This design comes from an exercise in tuning for small area and a short achievable clock period on the open sky130 flow, not from production work.
The RTL was checked by simulation tests, not by an equivalence proof against the original design.

## Pipeline_1
module Pipeline_1(
input clk,rst,
input [7:0]a,b,c,d,
output [7:0]out
    );
  wire nd1 = ~d[0];
  wire nd2 = ~d[1];
  wire nd3 = ~d[2];
  wire nd4 = ~d[3];
  wire nd5 = ~d[4];
  wire nd6 = ~d[5];
  wire nd7 = ~d[6];
  wire nd8 = ~d[7];
  wire g9 = a[0] & b[0];
  wire g10 = a[1] & b[1];
  wire g11 = a[2] & b[2];
  wire g12 = a[3] & b[3];
  wire g13 = a[4] & b[4];
  wire g14 = a[5] & b[5];
  wire g15 = a[6] & b[6];
  wire g16 = a[7] & b[7];
  wire x17 = a[0] ^ b[0];
  wire x18 = a[1] ^ b[1];
  wire x19 = a[2] ^ b[2];
  wire x20 = a[3] ^ b[3];
  wire x21 = a[4] ^ b[4];
  wire x22 = a[5] ^ b[5];
  wire x23 = a[6] ^ b[6];
  wire x24 = a[7] ^ b[7];
  wire G25 = g10 | (x18 & g9);
  wire P26 = x18 & x17;
  wire G27 = g12 | (x20 & g11);
  wire P28 = x20 & x19;
  wire G29 = g11 | (x19 & G25);
  wire P30 = x19 & P26;
  wire G31 = G27 | (P28 & G25);
  wire P32 = P28 & P26;
  wire G33 = g14 | (x22 & g13);
  wire P34 = x22 & x21;
  wire G35 = g16 | (x24 & g15);
  wire P36 = x24 & x23;
  wire G37 = g15 | (x23 & G33);
  wire P38 = x23 & P34;
  wire G39 = G35 | (P36 & G33);
  wire P40 = P36 & P34;
  wire G41 = g13 | (x21 & G31);
  wire P42 = x21 & P32;
  wire G43 = G33 | (P34 & G31);
  wire P44 = P34 & P32;
  wire G45 = G37 | (P38 & G31);
  wire P46 = P38 & P32;
  wire G47 = G39 | (P40 & G31);
  wire P48 = P40 & P32;
  wire s49 = x18 ^ g9;
  wire s50 = x19 ^ G25;
  wire s51 = x20 ^ G29;
  wire s52 = x21 ^ G31;
  wire s53 = x22 ^ G41;
  wire s54 = x23 ^ G43;
  wire s55 = x24 ^ G45;
  wire g56 = c[0] & nd1;
  wire g57 = c[1] & nd2;
  wire g58 = c[2] & nd3;
  wire g59 = c[3] & nd4;
  wire g60 = c[4] & nd5;
  wire g61 = c[5] & nd6;
  wire g62 = c[6] & nd7;
  wire g63 = c[7] & nd8;
  wire x64 = c[0] ^ nd1;
  wire x65 = c[1] ^ nd2;
  wire x66 = c[2] ^ nd3;
  wire x67 = c[3] ^ nd4;
  wire x68 = c[4] ^ nd5;
  ...
clock: 36.0 ns
lec_check: 0
abc_area: 1
cap_margin: 20
core_margin: 2
core_utilization: 60
cts_buf_list: sky130_fd_sc_hd__clkbuf_8
slew_margin: 20
synth_hierarchical: 1
synth_minimum_keep_size: 0
standard.sh (not shown) runs the stock make flow with config.mk's settings and CLKGATE_MAP_FILE= SYNTH_SCRIPT=/design/flow/synth_recipe.tcl, a recipe that flattens the netlist after the stock synthesis.
==> flow/flow/run.sh <==
#!/bin/bash
# Own flow: the standard layout (standard.sh, unchanged synthesis, floorplan,
# power grid, placement, CTS and routing), except that the port buffers that
# global placement inserts are plain sky130_fd_sc_hd__buf_2 cells instead of the
# default delay-cell buffers. make's full output goes to standard.log here; ORFS
# also keeps each step's own log under orfs/logs/.
set -euo pipefail
export BUFFER_PORTS_ARGS="-buffer_cell sky130_fd_sc_hd__buf_2"
bash standard.sh > standard.log 2>&1
Next try:
==> flow/flow/run.sh (replaced) <==
#!/bin/bash
# Own flow: the standard layout (standard.sh, run whole and unchanged:
# synthesis with the standard flow's synthesis script, floorplan, power grid, tap cells,
# placement, CTS and routing) with two settings passed through the environment:
#  - the port buffers that global placement inserts on every input and output
#    are sky130_fd_sc_hd__buf_2 cells instead of the default delay-cell buffers;
#  - timing repair (repair_timing in floorplan, CTS and global route) aims for a
#    setup slack of 25 ns at the design's 36 ns clock, so it sizes up the
#    slowest paths; the clock period and constraints are the design's.
# make's full output goes to standard.log here; ORFS also keeps each step's own
# log under orfs/logs/.
set -euo pipefail
export BUFFER_PORTS_ARGS="-buffer_cell sky130_fd_sc_hd__buf_2"
export SETUP_SLACK_MARGIN=25
bash standard.sh > standard.log 2>&1
--- a/flow/config.mk
+++ b/flow/config.mk
@@ -12,0 +13,2 @@
+export GPL_TIMING_DRIVEN = 1
+export PLACE_DENSITY = 0.75
After rerunning: Count of clock-buffer cells in the layout does not change. Clock skew shrinks by 0.0081 ns. Wire length grows by a few percent. Cell area grows by a few percent. Sequential cell count is unchanged. Synthesized cell count is unchanged.
Next try:
==> flow/flow/run.sh (replaced) <==
#!/bin/bash
# Own flow: the standard layout (standard.sh, unchanged synthesis, floorplan,
# power grid, placement, CTS and routing), except that the port buffers that
# global placement inserts are plain sky130_fd_sc_hd__buf_2 cells instead of the
# default delay-cell buffers. make's full output goes to standard.log here; ORFS
# also keeps each step's own log under orfs/logs/.
set -euo pipefail
export BUFFER_PORTS_ARGS="-buffer_cell sky130_fd_sc_hd__buf_2"
export SETUP_SLACK_MARGIN=26
bash standard.sh > standard.log 2>&1
--- a/flow/config.mk
+++ b/flow/config.mk
@@ -13,2 +12,0 @@
-export GPL_TIMING_DRIVEN = 1
-export PLACE_DENSITY = 0.75
After rerunning: The changed run produced a clean layout; routed wire length rises by about 14%; clock-buffer cell count does not change; synthesized cell count does not change; design area rises by about 10%; core utilization rises by 6.8 points.
Next try:
==> flow/run.sh (new file) <==
#!/bin/bash
# synth_recipe.tcl (not shown) runs the flow's synth.tcl, then flattens the netlist and writes it again
# the make line also repeats each setting of config.mk as NAME=value (left out here)
make -C /OpenROAD-flow-scripts/flow DESIGN_CONFIG=/design/flow/config.mk WORK_HOME=/design/flow/orfs CLKGATE_MAP_FILE= SYNTH_SCRIPT=/design/flow/synth_recipe.tcl finish
removed: flow/flow/run.sh
removed: flow/standard.sh
The changed run completed without violations.
Final area decreases by 9.4%.
Routed wire length decreases by about 15%.
Final cell count decreases by about 4%.
Global-route usage hardly moves.
Non-clock buffer count decreases by 51.
Setup slack got worse by 0.77 ns.
Count of clock-buffer cells in the layout increases by 2.

========
Pipeline_1 again, from the RTL that the note above started with.
## Pipeline_1
module Pipeline_1(
input clk,rst,
input [7:0]a,b,c,d,
output [7:0]out
    );
clock: 36.0 ns
lec_check: 0
abc_area: 1
cap_margin: 20
core_margin: 2
core_utilization: 60
cts_buf_list: sky130_fd_sc_hd__clkbuf_8
slew_margin: 20
synth_hierarchical: 1
synth_minimum_keep_size: 0
==> flow/flow/run.sh <==
#!/bin/bash
# Own flow: the standard layout (standard.sh, unchanged synthesis, floorplan,
# power grid, placement, CTS and routing), except that the port buffers that
# global placement inserts are plain sky130_fd_sc_hd__buf_2 cells instead of the
# default delay-cell buffers. make's full output goes to standard.log here; ORFS
# also keeps each step's own log under orfs/logs/.
set -euo pipefail
export BUFFER_PORTS_ARGS="-buffer_cell sky130_fd_sc_hd__buf_2"
export SETUP_SLACK_MARGIN=24.5
bash standard.sh > standard.log 2>&1
Edit:
==> flow/flow/run.sh (replaced) <==
#!/bin/bash
# Own flow: the standard layout (standard.sh: ORFS synthesis with the standard flow's
# synthesis script, floorplan, power grid, placement, CTS, routing) with three
# settings changed:
#  - ADDER_MAP_FILE is empty, so synthesis does not extract full/half adder
#    cells and ABC maps the (bit-level) arithmetic like any other logic; the
#    registers are the same as in the standard synthesis;
#  - the port buffers that global placement inserts are sky130_fd_sc_hd__buf_2;
#  - timing repair aims for a setup slack of 25.6 ns at the design's 36 ns clock.
# make's full output goes to standard.log here; ORFS keeps each step's own log
# under orfs/logs/.
set -euo pipefail
export ADDER_MAP_FILE=
export BUFFER_PORTS_ARGS="-buffer_cell sky130_fd_sc_hd__buf_2"
export SETUP_SLACK_MARGIN=25.6
bash standard.sh > standard.log 2>&1
Global-route usage rises by 1.5 points.
Cell area rises by a few percent.
Register-to-register slack improved by 0.60 ns.
Hold slack barely changes.
Worst setup slack improved by 0.17 ns.
Via count rises by roughly a tenth.
Utilization rises by 1.9 points.
Routed wire length rises by roughly a tenth.
Edit:
==> flow/flow/run.sh (replaced) <==
#!/bin/bash
# Own flow: the standard layout (standard.sh, unchanged synthesis, floorplan,
# power grid, placement, CTS and routing), except that the port buffers that
# global placement inserts are plain sky130_fd_sc_hd__buf_2 cells instead of the
# default delay-cell buffers. make's full output goes to standard.log here; ORFS
# also keeps each step's own log under orfs/logs/.
set -euo pipefail
export BUFFER_PORTS_ARGS="-buffer_cell sky130_fd_sc_hd__buf_2"
export SETUP_SLACK_MARGIN=25
bash standard.sh > standard.log 2>&1
CTS_CLUSTER_DIAMETER = 100   (was unset)
CTS_CLUSTER_SIZE = 40   (was unset)
Result:
- count of clock-buffer cells in the layout drops by 3
- area after synthesis stays flat
- final area went down by about 1.7%
- fmax hardly moves
Edit:
CTS_BUF_LIST = sky130_fd_sc_hd__clkbuf_4 sky130_fd_sc_hd__clkbuf_8   (was sky130_fd_sc_hd__clkbuf_8)
CTS_CLUSTER_DIAMETER = unset   (was 100)
CTS_CLUSTER_SIZE = unset   (was 40)
Effect:
- fmax hardly moves
- wire length is about the same
- setup slack improves by 0.0031 ns
- register-to-register slack hardly moves
- cell area is about the same
- critical path depth is unchanged
- cell count is unchanged
- global-route usage barely changes

separate check: timing with driven ports:
In the flow no input, the clock included, has a driving cell. The finished layouts below were timed again as built, in two steps. Step 1 assumes that a clkbuf_16 drives the clock port and a buf_2 every other input. Step 2 times the ports against the registers' clock, not the clock port: input delays grow and output delays shrink by t, the midpoint of the rising clock arrivals with the driver on. Slacks: no drivers / after step 1 / after step 2; pairs: no drivers / after step 1.
| run | shift t [ns] | slack for setup (ns) | worst register clock-pin slew, ns | worst slew at a driven data input, ns | cell pins on the clock port's net |
|---|---|---|---|---|---|
| the first run of note 1 | 0.395 | 25.512 / 25.512 / 25.512 | 0.09 / 0.09 | 0.03 | 1 |
| the second run of note 1 | 0.393 | 26.131 / 26.131 / 26.131 | 0.08 / 0.08 | 0.04 | 1 |
| the third run of note 1 | 0.398 | 26.250 / 26.215 / 26.452 | 0.09 / 0.09 | 0.03 | 1 |
| the fourth run of note 1 | 0.402 | 25.483 / 25.483 / 25.483 | 0.09 / 0.09 | 0.05 | 1 |
| the first run of note 2 | 0.393 | 26.003 / 26.003 / 26.003 | 0.08 / 0.08 | 0.03 | 1 |
| the second run of note 2 | 0.401 | 26.176 / 26.139 / 26.470 | 0.09 / 0.09 | 0.04 | 1 |
| the third run of note 2 | 0.395 | 26.170 / 26.135 / 26.352 | 0.09 / 0.09 | 0.03 | 1 |
| the fourth run of note 2 | 0.396 | 26.173 / 26.138 / 26.363 | 0.09 / 0.09 | 0.03 | 1 |
After both steps setup and hold are still met in every run listed.
